This is an optimization exercise on Yosys and OpenROAD, whose aim is a short achievable clock period and few clock cycles, not a production implementation.
No functional check of the RTL was part of this run.
Power and IR drop assume default switching activity.

### flow/run.sh
#!/bin/bash
# synth_recipe.tcl (not shown) runs the flow's synth.tcl, then flattens the netlist and writes it again
# the make line also repeats each setting of config.mk as NAME=value (left out here)
make -C /OpenROAD-flow-scripts/flow DESIGN_CONFIG=/design/flow/config.mk WORK_HOME=/design/flow/orfs CLKGATE_MAP_FILE= SYNTH_SCRIPT=/design/flow/synth_recipe.tcl finish
### flow/config.mk
export PLATFORM = sky130hd
export DESIGN_NAME = hravframework
export DESIGN_NICKNAME = hravframework
export VERILOG_FILES = /design/flow/design.v
export SDC_FILE = /design/flow/constraint.sdc
export NUM_CORES = 4
export LEC_CHECK = 0
export CAP_MARGIN = 20
export CORE_MARGIN = 2
export CORE_UTILIZATION = 40
export PLACE_DENSITY = 0.6
export SLEW_MARGIN = 20
### flow/constraint.sdc
create_clock -name core_clock -period 5.0 [get_ports {axi_aclk}]
set_input_delay 1.0000 -clock core_clock [delete_from_list [all_inputs] [get_ports {axi_aclk}]]
set_output_delay 1.0000 -clock core_clock [all_outputs]
set_load 0.01 [all_outputs]
### flow/design.v
module hrav_fwft_fifo #(
	parameter WIDTH = 288,
	parameter AW = 2
)
(
	input clk,
	input rst,
	input wr_en,
	input [WIDTH-1:0] din,
	input rd_en,
	output [WIDTH-1:0] dout,
	output full,
	output empty
);
	reg [WIDTH-1:0] mem [0:(1<<AW)-1];
	reg [AW:0] wr_ptr, rd_ptr;
	assign empty = (wr_ptr == rd_ptr);
	assign full = (wr_ptr[AW] != rd_ptr[AW]) && (wr_ptr[AW-1:0] == rd_ptr[AW-1:0]);
	assign dout = mem[rd_ptr[AW-1:0]];
	always @(posedge clk) begin
		if(wr_en && !full)
			mem[wr_ptr[AW-1:0]] <= din;
	end
	always @(posedge clk) begin
		if(rst) begin
			wr_ptr <= 'd0;
			rd_ptr <= 'd0;
		end
		else begin
			if(wr_en && !full)
				wr_ptr <= wr_ptr + 1'b1;
			if(rd_en && !empty)
				rd_ptr <= rd_ptr + 1'b1;
		end
	end
endmodule
module dispatcher 
(
	input 			clk,
	input 			reset,
	input [255:0]		s_axis_tdata,
	input [31:0]		s_axis_tstrb,
	input [127:0]		s_axis_tuser,
	input			s_axis_tvalid,
	output			s_axis_tready,
	input			s_axis_tlast,
	output 			dpt_dvld_scn,
	output reg [7:0] 	dpt_cmd_scn,
	output reg [23:0] 	dpt_id_scn,
	output reg [31:0] 	dpt_poff_scn,
	output 	   [255:0] 	dpt_data_scn,
	output     [31:0] 	dpt_bvld_scn,
	output			dpt_end_scn,
	input 			scn_rdy_dpt
);
	parameter HEADER = 1'b0;
	parameter PACKET = 1'b1;
	reg state;
	reg tran_end;
	assign s_axis_tready = scn_rdy_dpt;
	assign dpt_dvld_scn = state & s_axis_tvalid;
	assign dpt_end_scn = state & s_axis_tlast & tran_end;
	assign dpt_data_scn = s_axis_tdata;
	assign dpt_bvld_scn = s_axis_tstrb; 
	always @(posedge clk)
	begin
		if(reset) begin
			state <= HEADER;
			tran_end <= 1'b0;
			dpt_cmd_scn <= 8'h0;
			dpt_id_scn <= 32'h0;
			dpt_poff_scn <= 32'h0;
		end
		else begin
			if(s_axis_tvalid) begin
				if(state == HEADER) begin
					if(scn_rdy_dpt && (s_axis_tdata[23:0] == 24'hAECAFE)) state <= PACKET;
					tran_end <= s_axis_tdata[56];
					dpt_cmd_scn <= s_axis_tdata[31:24];
					dpt_id_scn <= s_axis_tdata[55:32];
					if(s_axis_tdata[57]) dpt_poff_scn <= s_axis_tdata[95:64];
				end
				else begin
					if(s_axis_tlast && scn_rdy_dpt) state <= HEADER;
				end
			end
		end
	end
endmodule
module simple_scanner (
	input clk,
	input reset,
	input iEn,
	input [7:0] iChar,
	input iValid,
	input iCharVld,	 
	output reg oReady,
	input iEnd,
	input iReady,
	output [31:0] oSID,  
	output [31:0] oOffset,  
	output oValid,
	output oEnd
	);
	parameter PATTERN_0 = 32'h0a0b0c0d;
	parameter PATTERN_1 = 32'h1a1b1c1d;
	parameter PATTERN_2 = 32'h2a2b2c2d;
	parameter PATTERN_3 = 32'h3a3b3c3d;
	parameter PATTERN_4 = 32'h4a4b4c4d;
	parameter PATTERN_5 = 32'h5a5b5c5d;
	parameter PATTERN_6 = 32'h6a6b6c6d;
	parameter PATTERN_7 = 32'h7a7b7c7d;
	reg [39:0] data_buffer;
	reg [47:0] matching_sids;
	reg reset_result_reg;
	reg new_char;	 
	reg do_buffer_sids;
	always@(posedge clk)begin
		if(reset)begin
			data_buffer <= 'd0;
			new_char <= 1'b0;
		end
		else begin
			new_char <= iValid && oReady && iCharVld;
			if(do_buffer_sids)
				data_buffer <= 'd0;
			else if(iValid && oReady && iCharVld)begin
				data_buffer <= data_buffer<<8 |iChar;
			end
		end
	end
	always@(posedge clk) begin
		if(reset || !iEn )begin
			matching_sids <= 48'd0;
		end
		else begin
			if(do_buffer_sids)
				matching_sids <= 48'd0;
			else if(new_char) begin
				if(data_buffer[39:8] == PATTERN_0)
					matching_sids <= matching_sids<<16 | {8'h01,data_buffer[7:0]};
				else if(data_buffer[39:8] == PATTERN_1)
					matching_sids <= matching_sids<<16 | {8'h02,data_buffer[7:0]};
				else if(data_buffer[39:8] == PATTERN_2)
					matching_sids <= matching_sids<<16 | {8'h04,data_buffer[7:0]};
				else if(data_buffer[39:8] == PATTERN_3)
					matching_sids <= matching_sids<<16 | {8'h08,data_buffer[7:0]};
				else if(data_buffer[39:8] == PATTERN_4)
					matching_sids <= matching_sids<<16 | {8'h10,data_buffer[7:0]};
				else if(data_buffer[39:8] == PATTERN_5)
					matching_sids <= matching_sids<<16 | {8'h20,data_buffer[7:0]};
				else if(data_buffer[39:8] == PATTERN_6)
					matching_sids <= matching_sids<<16 | {8'h40,data_buffer[7:0]};
				else if(data_buffer[39:8] == PATTERN_7)
					matching_sids <= matching_sids<<16 | {8'h80,data_buffer[7:0]};
			end
		end
	end
	parameter STATE_IDLE = 3'd0;
	parameter STATE_SEND_SID = 3'd1;
	parameter STATE_LAST = 3'd2;	 
	parameter STATE_CAPTURE = 3'd3;	 
	reg [2:0] state;
	reg [2:0] next_state;
	reg send_sid;
	always @(posedge clk) begin
		if(reset)
			state <= STATE_IDLE;
		else begin
			state <= next_state; 
		end
	end
	always@(*) begin
		next_state = state;
		do_buffer_sids = 1'b0;
		oReady = 1'b1;
		send_sid = 1'b0;
		case(state)
			STATE_IDLE: begin
				if(iValid && oReady && iEnd) begin
					next_state = STATE_LAST;
				end
			end
			STATE_LAST: begin
				oReady = 1'b0;
				next_state = STATE_CAPTURE;
			end
			STATE_CAPTURE: begin
				oReady = 1'b0;
				do_buffer_sids = 1'b1;
				next_state = STATE_SEND_SID;
			end
			STATE_SEND_SID: begin
				oReady = 1'b0;
				send_sid = 1'b1;
				if(reset_result_reg ) begin
					next_state = STATE_IDLE;
				end
			end
			default: begin
				oReady = 1'b0;
				next_state = STATE_IDLE;
			end
		endcase
	end
	reg [47:0] buffer_matching_sids;
	reg sending;	 
	assign oValid = send_sid & sending;
	assign oSID = {16'b0,buffer_matching_sids[15:0]};
	assign oOffset = {16'b0,oSID[15:0] ^ 16'hFFFF};
	assign  oEnd = ~(|buffer_matching_sids[31:16]);
	always @(posedge clk) begin
		if (reset) begin
			buffer_matching_sids <= 'd0;
			reset_result_reg <= 1'b0;
			sending <= 1'b0;
		end
		else begin
			reset_result_reg <= 1'b0;
			if(do_buffer_sids) begin
				buffer_matching_sids <= matching_sids;
				sending <= 1'b1;
			end
			else begin
				if(oValid && iReady )begin
					buffer_matching_sids <= buffer_matching_sids>>16;
					if(oEnd) begin
						reset_result_reg <= 1'b1;
						sending <= 1'b0;
					end
				end
			end
		end
	end
endmodule
module scanner_wrapper(
	input clk,
	input reset,
	input ctrl_en_scn,		 
	input dpt_dvld_scn,
	input [7:0] dpt_cmd_scn,
	input [31:0] dpt_id_scn,
	input [31:0] dpt_poff_scn,
	input [255:0] dpt_data_scn,
	input [31:0] dpt_bvld_scn,
	input dpt_end_scn,
	output reg scn_rdy_dpt,
	output scn_dvld_clt,
	output [7:0] scn_cmd_clt,
	output [31:0] scn_id_clt,
	output [255:0] scn_data_clt,
	output [31:0] scn_bvld_clt,
	output scn_end_clt,
	input clt_rdy_scn
);
	parameter S_WAIT = 2'h0;
	parameter S_LOOP = 2'h1;
	reg [1:0] state, next_state;
	reg [255:0] buf_data;
	reg [31:0] buf_id;
	reg [7:0] buf_cmd;
	reg buf_end;
	reg [31:0] buf_bvld;
	reg load_data;
	reg [31:0] read_status;
	reg [1:0] sid_state, sid_next_state;
	reg  result_ready;
	wire result_idle;	 
	assign result_idle = (sid_state == 2'b00) && !result_ready;
	always@(posedge clk)begin
		if(reset) begin
			state <= S_WAIT;
		end
		else begin
			state <= next_state;
		end
	end
	always@(*)begin
		case(state)
			S_WAIT:begin
				scn_rdy_dpt = result_idle;
				if(dpt_dvld_scn && result_idle)begin
					load_data = 1'b1; 
					next_state = S_LOOP;
				end
				else begin
					next_state = state;
					load_data = 1'b0;
				end
			end
			S_LOOP:begin
				scn_rdy_dpt = 1'b0;
				load_data = 1'b0;
				if(read_status == 'd0)
					next_state = S_WAIT;
				else
					next_state = state;
			end
			default:begin
				next_state = state;
				load_data = 1'b0;
				scn_rdy_dpt = 1'b0;
			end
		endcase 
	end
	wire char_rdy;
	wire char_vld;
	wire char_end;
	reg sid_rdy;
	wire [7:0] char;
	always@(posedge clk)begin
		if(reset)begin
			read_status 	<= 32'h0001;
			buf_end 		<= 1'b0;
			buf_data 		<= 256'h0;
			buf_id 			<= 32'h0;
			buf_bvld		<= 32'h0;
			buf_cmd		<= 'd0;
		end
		else begin
			if(load_data)begin
				buf_end 	<= dpt_end_scn;
				buf_data 	<= dpt_data_scn;
				buf_bvld 	<= dpt_bvld_scn;
				buf_id		<= dpt_id_scn;
				buf_cmd 	<= dpt_cmd_scn;
				read_status	<= 32'h0001;
			end 
			else begin
				if(char_rdy) begin
					read_status	<= read_status << 1;
					buf_data 	<= buf_data >> 8;
				end
			end
		end
	end
	assign char = buf_data[7:0];
	wire char_byte_vld;
	assign char_byte_vld = |(buf_bvld&read_status);
	assign char_vld = char_byte_vld | char_end;
	assign char_end = buf_end & read_status[31];
	wire [31:0] sid, offset;
	wire sid_vld, sid_end;
	simple_scanner scanner0(
		.clk(clk),
		.reset(reset),
		.iEn(ctrl_en_scn),  
		.iChar(char),
		.iValid(char_vld),
		.iCharVld(char_byte_vld),
		.oReady(char_rdy),
		.iEnd(char_end),
		.iReady(sid_rdy),
		.oSID(sid),  
		.oOffset(offset),  
		.oValid(sid_vld),
		.oEnd(sid_end)
	);
	parameter SID_IDLE = 2'b00;
	parameter SID_WAIT = 2'b01;
	parameter SID_HANLE = 2'b10;
	always@(posedge clk)begin
		if(reset)begin
			sid_state <= SID_IDLE;
		end
		else begin
			sid_state <= sid_next_state;
		end
	end
	always@(*)begin
		sid_rdy = 1'b0;
		sid_next_state = sid_state;
		case (sid_state)
			SID_IDLE: begin
				if(char_end && char_rdy)
					sid_next_state = SID_WAIT;
			end
			SID_WAIT:begin
				sid_rdy = 1'b1;
				if(sid_vld && sid_rdy && sid_end) begin
					sid_next_state = SID_IDLE;
				end
			end
		endcase  
	end
	reg [255:0] result_reg;  
	wire virus_found;
	reg [2:0] sid_index;
	reg [31:0] res_id;
	reg [7:0] res_cmd;
	parameter SID_0 = 3'd0;
	parameter SID_1 = 3'd1;
	parameter SID_2 = 3'd2;
	assign virus_found = |sid;
	always@(posedge clk) begin
		if(reset) begin
			sid_index <= 3'd0;
			result_reg <= 'd0;
			result_ready <= 'b0;
			res_id <= 'd0;
			res_cmd <= 'd0;
		end
		else begin
			if (sid_vld && sid_rdy) begin
				if(sid_index == SID_0)
					result_reg[255:96] <= 'd0;
				if(sid_end) begin
					sid_index <= 3'd0;
					res_id <= buf_id;
					res_cmd <= buf_cmd;
					result_reg[31:0] <= virus_found?{29'b0,sid_index+1'd1}:'b0;
					result_ready <= 1'b1;
				end
				else begin
					sid_index <= sid_index +1'd1;
				end
				case (sid_index)
					SID_0: begin
						result_reg[(SID_0 * 64) + 63:(SID_0 * 64) + 32] <= sid;
						result_reg[(SID_0 * 64) + 63 + 32: (SID_0*64) + 32 +32] <= offset;
					end
					SID_1: begin
						result_reg[(SID_1 * 64) + 63:(SID_1 * 64) + 32] <= sid;
						result_reg[(SID_1 * 64) + 63 + 32: (SID_1*64) + 32 +32] <= offset;
					end
					SID_2: begin
						result_reg[(SID_2 * 64) + 63:(SID_2 * 64) + 32] <= sid;
						result_reg[(SID_2 * 64) + 63 + 32: (SID_2*64) + 32 +32] <= offset;
					end
				endcase
			end
			else if(result_ready && clt_rdy_scn)
					result_ready <= 'b0;
		end
	end
	assign scn_end_clt = result_ready;
	assign scn_dvld_clt = result_ready;
	assign scn_bvld_clt = 32'hFFFFFFFF;
	assign scn_data_clt = result_reg;
	assign scn_id_clt = res_id;
	assign scn_cmd_clt = res_cmd;
endmodule
module collector (
	input 			clk,
	input 			reset,
	output [255:0]		m_axis_tdata,
	output [31:0]		m_axis_tstrb,
	output [127:0]		m_axis_tuser,
	output				m_axis_tvalid,
	input				m_axis_tready,
	output				m_axis_tlast,
	input 				scn_dvld_clt,
	input [7:0]			scn_cmd_clt,
	input [23:0] 		scn_id_clt,
	input [255:0] 		scn_data_clt,
	input [31:0] 		scn_bvld_clt,
	input 				scn_end_clt,
	output 				clt_rdy_scn
);
	wire data_wr_en;
	wire [287:0] data_din;
	wire data_rd_en;
	wire [287:0] data_dout;
	wire data_full;
	wire data_empty;
	wire ctrl_wr_en;
	wire [71:0] ctrl_din;
	wire ctrl_rd_en;
	wire [71:0] ctrl_dout;
	wire ctrl_full;
	wire ctrl_empty;
	reg sending;
	reg [7:0] count, len, tlen;
	assign clt_rdy_scn = ~data_full;
	assign data_wr_en = scn_dvld_clt;
	assign data_din = {scn_bvld_clt, scn_data_clt};
	assign data_rd_en = sending & m_axis_tready;
	assign m_axis_tdata = sending ? data_dout[255:0] : {ctrl_dout[39:0], 24'hAECAFE};
	assign m_axis_tstrb = sending ? data_dout[287:256] : 32'hFFFFFFFF;
	assign m_axis_tvalid = sending ? ~data_empty : ~ctrl_empty;
	assign m_axis_tuser[15:0] = sending ? {3'b000, tlen, 5'b00000} : {3'b000, ctrl_dout[47:40], 5'b00000};
	assign m_axis_tuser[23:16] = 8'h01;  
	assign m_axis_tuser[31:24] = 8'h02;  
	assign m_axis_tuser[127:32] = 0;
	assign m_axis_tlast = sending & (count == 2);
	assign ctrl_wr_en = scn_dvld_clt & (~data_full) & scn_end_clt;
	assign ctrl_din = {len, 8'h03, scn_id_clt, scn_cmd_clt};  
	assign ctrl_rd_en = (~sending) & m_axis_tready;
	always @(posedge clk)
	begin
		if(reset) begin
			sending <= 1'b0;
			count <= 8'h2;
			len <= 8'h2;
			tlen <= 8'h2;
		end
		else begin
			if(scn_dvld_clt & (~data_full)) begin
				if(scn_end_clt) len <= 8'h2;
				else len <= len+1;
			end
			if(sending == 1'b0) begin
				if(~ctrl_empty & m_axis_tready) begin
					sending <= 1'b1;
					count <= ctrl_dout[47:40];
					tlen <= ctrl_dout[47:40];
				end
			end
			else begin
				if(m_axis_tready) begin
					if(count == 2) begin
						sending <= 1'b0;
					end
					else begin
						count <= count - 1;
					end
				end
			end
		end
	end
hrav_fwft_fifo #(.WIDTH(288), .AW(2)) data (
	.rst(reset),
	.clk(clk),
	.wr_en(data_wr_en),
	.din(data_din),
	.rd_en(data_rd_en),
	.dout(data_dout),
	.full(data_full),
	.empty(data_empty)
	);
hrav_fwft_fifo #(.WIDTH(72), .AW(2)) ctrl (
	.rst(reset),
	.clk(clk),
	.wr_en(ctrl_wr_en),
	.din(ctrl_din),
	.rd_en(ctrl_rd_en),
	.dout(ctrl_dout),
	.full(ctrl_full),
	.empty(ctrl_empty)
	);
endmodule
module hravframework
(
	input			axi_aclk,
	input			axi_reset,
	output	[255:0]		m_axis_tdata,
	output	[31:0]		m_axis_tstrb,
	output	[127:0]		m_axis_tuser,
	output			m_axis_tvalid,
	input			m_axis_tready,
	output			m_axis_tlast,
	input	[255:0]		s_axis_tdata,
	input	[31:0]		s_axis_tstrb,
	input			s_axis_tvalid,
	output			s_axis_tready,
	input			s_axis_tlast
);
	wire scn_rdy_dpt;
	wire dpt_dvld_scn;
	wire [7:0] dpt_cmd_scn;
	wire [23:0] dpt_id_scn;
	wire [31:0] dpt_poff_scn;
	wire [255:0] dpt_data_scn;
	wire [31:0] dpt_bvld_scn;
	wire dpt_end_scn;
	wire clt_rdy_scn;
	wire scn_dvld_clt;
	wire [7:0] scn_cmd_clt;
	wire [31:0] scn_id_clt;
	wire [255:0] scn_data_clt;
	wire [31:0] scn_bvld_clt;
	wire scn_end_clt;
	dispatcher dpt (
		.clk(axi_aclk),
		.reset(axi_reset),
		.s_axis_tdata(s_axis_tdata),
		.s_axis_tstrb(s_axis_tstrb),
		.s_axis_tuser(128'd0),
		.s_axis_tvalid(s_axis_tvalid),
		.s_axis_tready(s_axis_tready),
		.s_axis_tlast(s_axis_tlast),
		.dpt_dvld_scn(dpt_dvld_scn),
		.dpt_cmd_scn(dpt_cmd_scn),
		.dpt_id_scn(dpt_id_scn),
		.dpt_poff_scn(dpt_poff_scn),
		.dpt_data_scn(dpt_data_scn),
		.dpt_bvld_scn(dpt_bvld_scn),
		.dpt_end_scn(dpt_end_scn),
		.scn_rdy_dpt(scn_rdy_dpt)
	);
	scanner_wrapper awrapper (
		.clk(axi_aclk),
		.reset(axi_reset),
		.ctrl_en_scn(1'b1),
		.dpt_dvld_scn(dpt_dvld_scn),
		.dpt_cmd_scn(dpt_cmd_scn),
		.dpt_id_scn({8'd0, dpt_id_scn}),
		.dpt_poff_scn(dpt_poff_scn),
		.dpt_data_scn(dpt_data_scn),
		.dpt_bvld_scn(dpt_bvld_scn),
		.dpt_end_scn(dpt_end_scn),
		.scn_rdy_dpt(scn_rdy_dpt),
		.scn_dvld_clt(scn_dvld_clt),
		.scn_cmd_clt(scn_cmd_clt),
		.scn_id_clt(scn_id_clt),
		.scn_data_clt(scn_data_clt),
		.scn_bvld_clt(scn_bvld_clt),
		.scn_end_clt(scn_end_clt),
		.clt_rdy_scn(clt_rdy_scn)
	);
	collector clt (
		.clk(axi_aclk),
		.reset(axi_reset),
		.m_axis_tdata(m_axis_tdata),
		.m_axis_tstrb(m_axis_tstrb),
		.m_axis_tuser(m_axis_tuser),
		.m_axis_tvalid(m_axis_tvalid),
		.m_axis_tready(m_axis_tready),
		.m_axis_tlast(m_axis_tlast),
		.scn_dvld_clt(scn_dvld_clt),
		.scn_cmd_clt(scn_cmd_clt),
		.scn_id_clt(scn_id_clt[23:0]),
		.scn_data_clt(scn_data_clt),
		.scn_bvld_clt(scn_bvld_clt),
		.scn_end_clt(scn_end_clt),
		.clt_rdy_scn(clt_rdy_scn)
	);
endmodule
==> impl_metrics.tcl <==
set metrics [dict create \
    vias 35142 \
    dp_hpwl_um 83500 \
    period_share_pct 82.8 \
    first_iter_violations 2701 \
    overflow 0 \
    vias_per_cell 5.18 \
    hold_path.class "reg2reg" \
    dr.pass1.iters 7 \
    avgSynthCellArea_um2 10.9 \
    tns_ps 0 \
    fillers 11685 \
    portBuffers 434 \
    clkLatencyLatePin_ps 760 \
    clk_path_buf_depth 3 \
    finalClockSkew_ps 34.7 \
    seq_area_frac_synth_pct 59.8 \
    path_max_fanout 30 \
    grt_pass1_vias 33542 \
    power_frac_seq_pct 50.9 \
    worstRegToRegCells 4 \
    arrival_ps 3140 \
    numCtsBuffers 137 \
    final-instance-count-excl-fill 6781 \
    max_cap_viol_count 0 \
    area_delta_synth_final_pct 17.5 \
    grt_pass1_wl_um 202000 \
    yosysTopAreaCellShare_pct 32.4 \
    pwr-share-comb_pct 2.4 \
    p_leak_nw 20.0 \
    place_congestion 0.805 \
    largest_reg_flops 396 \
    ir_drop_mv 0.338 \
    postSynthCellCount 4746 \
    cts.repair.resized 0 \
    pin_count 712 \
    finalInstanceArea_mm2 0.0606 \
    rows 131 \
    wl_per_cell_um 19.7 \
    hold_start "awrapper.scanner0.matching_sids[42]" \
    hold_buffers 0 \
    path_class "reg2out" \
    fin_total_pwr_mw 21.0 \
    fp.dieW_um 363 \
    cts_tree "built" \
    core_area_mm2 0.128 \
    synthesis.area_mm2 0.0516 \
    drive_gt1_share_pct 9.54 \
    drtAntennaViolNets 0 \
    dpl.cell_count 6524 \
    yosysWarningCount 6 \
    grt_max_degree 182 \
    fmax_mhz 242 \
    fp.dieH_um 363 \
    die-area_mm2 0.132 \
    p_switching_mw 4.43 \
    htree_levels 4 \
    p_sw_share_pct 21.1 \
    drc 0 \
    setup_viol 0 \
    slew-limit-headroom_pct 31.1 \
    wl_um 134000 \
    r2r_start "clt.data.wr_ptr[0]" \
    synth_edf_count 556 \
    tightest_slew_ps 1030 \
    layout_min_cycle_time_ps 4140 \
    async_reset_ff_share_pct 0 \
    status "timing/DRC/antenna clean" \
    rsz0062_at_grt "no" \
    synthFlopType "dfxtp_1" \
    synth_top_cell_by_area "edfxtp_1" \
    timing_hold_violations_final 0 \
    cts.sink_count 1262 \
    clkTransAtPathRegs_ps 60 \
    start_util_pct 40.4 \
    ys_types 63 \
    worstSetupEndpointType "output port" \
    p_int_mw 16.6 \
    synth.ff_latch_count 1262 \
    globalRouteTotalUtil_pct 19.8 \
    crit_start "clt.sending" \
    root_buffer "clkbuf_16" \
    cp.required_ps 4000 \
    nNetsFinal 5311 \
    post-cts-setup-buffers 0 \
    critPathLaunchType "register" \
    worstHoldPathCells 2 \
    dpl_cell_area_mm2 0.0562 \
    finalMaxSlewViolations 0 \
    synth_area_leaders "edfxtp_1 32%, dfxtp_1 27%, nand2_1 7.7%, mux4_2 6.1%, a311oi_1 4.8%" \
    antenna_found_initial 31 \
    clockPowerShare_pct 46.7 \
    power_density_mw_per_mm2 347 \
]
-- per-layer routing --
| layer | GRT usage, % | vias to the layer above | routed length [um] |
|---|---|---|---|
| met1 | 25.8 | 17057 | 56900 |
| met2 | 31.9 | 952 | 63300 |
| met5 | 0 | - | 346 |
| met3 | 5.91 | 224 | 10500 |
| met4 | 5.52 | 50 | 2710 |
| li1 | - | 16859 | - |
-- metrics by stage --
step                utilization [%]  hold WS (ps)  setup WS (ps)
finish                         47.4           417            860
global route                   47.4           451            683
CTS                            47.4           413            777
detailed placement             44.0           442           1610
global placement               44.0           436           1620
floorplan                         -           430            944
-- cell usage after synthesis, types with 3 or more instances --
| cell | number |
|---|---|
| and4_1 | 3 |
| nor2_1 | 338 |
| and3_1 | 14 |
| o31a_1 | 3 |
| o31ai_1 | 4 |
| buf_4 | 297 |
| clkbuf_1 | 317 |
| a31o_2 | 49 |
| a211oi_1 | 5 |
| and4b_1 | 4 |
| nand4_1 | 64 |
| xor2_1 | 8 |
| nand4b_1 | 3 |
| a31oi_1 | 7 |
| ha_1 | 16 |
| buf_2 | 28 |
| a21oi_1 | 314 |
| nand3b_1 | 18 |
| xnor2_1 | 7 |
| and2_1 | 102 |
| o41ai_1 | 3 |
| mux4_2 | 139 |
| nand3_1 | 87 |
| nor3_1 | 17 |
| or2_2 | 3 |
| nand2b_1 | 21 |
| o21ai_0 | 47 |
| inv_1 | 60 |
| a2bb2oi_1 | 17 |
| a311oi_1 | 281 |
| nor4_1 | 16 |
| dfxtp_1 | 706 |
| nand2_1 | 1055 |
| or4_1 | 6 |
| buf_1 | 18 |
| edfxtp_1 | 556 |
| mux2i_1 | 49 |
| a22oi_1 | 32 |
-- cell type report --
class                           instances  area (um2)  share of cell area, %
Antenna cell                            5        12.5                 0.0207
Clock inverter                         51         482                  0.795
Sequential cell                      1262       30800                   50.9
Inverter                               61         229                  0.378
Clock buffer                          200        3900                   6.44
Timing Repair Buffer                  503        5050                   8.34
Tap cell                             1662        2080                   3.43
Multi-Input combinational cell       3037       18000                   29.7
-- worst max-delay path: stages, from the launching register on --
cell	delay, ps
dfxtp_4	550
or4b_2	670
or2_2	320
nor2_1	160
clkdlybuf4s50_1	710
-- path summary, 6_finish.rpt --
| path | end | slack (ps) |
|---|---|---|
| worst min-delay path | awrapper.scanner0.buffer_matching_sids[42] | 420 |
| worst min register to register | awrapper.scanner0.buffer_matching_sids[42] | 420 |
| worst max register to register | clt.data.mem[2][40] | 2080 |
| worst max-delay path | m_axis_tlast | 860 |
-- logic make-up (layout without fill, tap and decap cells) --
group                      Yosys count  after routing  synth area share (%)
and+or+nand+nor                   1763           1763                  14.6
DFF                               1262           1262                  59.8
AOI/OAI and AO/OA                  777            777                  10.4
buffers and inverters              722            815                  7.50
muxes                              189            189                  7.05
adders and majority gates           16             16                 0.388
xor gates and xnor gates            15             15                 0.255
other                                2            282                0.0146
-- cells in the final DEF, fill, tap and decap left out, drive strengths merged, types with 5 or more instances in the layout --
cell,netlist,routed
clkbuf,317,200
buf,344,70
o31ai,5,5
nor4,17,17
nand2,1055,1055
a31oi,7,7
a31o,49,49
a21oi,314,314
edfxtp,556,556
nand4,64,64
xnor2,7,7
nand3b,18,18
clkinv,1,41
dfxtp,706,706
nor2,338,338
diode,0,5
ha,16,16
clkdlybuf4s50,0,433
mux4,139,139
and3,14,14
nand2b,21,21
a22oi,32,32
or4,6,6
a211oi,5,5
o21ai,47,47
a311oi,281,281
a2bb2oi,17,17
xor2,8,8
nand3,87,87
mux2i,49,49
and2,102,102
inv,60,65
conb,2,277
nor3,17,17
-- power by group through the flow --
stage	sequential, mW	combinational (mW)	clock, mW
floorplan	10.9	0.359	0
global placement	10.9	0.497	0
detailed placement	10.9	0.497	0
CTS	10.7	0.498	10.0
global route	10.7	0.539	10.5
finish	10.7	0.502	9.80

==> separate check: timing with driven ports <==
Ports are ideal in the flow. The routed layout listed here was re-timed in OpenROAD.
Step 1 sets driving cells, clkbuf_16 on the clock port and buf_2 on the other inputs (assumed; they add their load-dependent delay and slew).
Step 2 also shifts input and output timing later by t, the mid clock arrival at the registers, as if the neighbouring blocks saw the same clock.
Slacks: ideal / step 1 / step 2; pairs: ideal / step 1.
shift t [ns]: 0.822
setup slack, ns: 0.860 / 0.779 / 1.601
worst register clock-pin slew, ns: 0.06 / 0.06
worst slew at a driven data input, ns: 0.13
cell pins on the clock port's net: 1
After both steps this run still meets setup and hold. For this run, drivers alone change the setup slack by -0.081 ns; drivers and shift together by +0.741 ns.
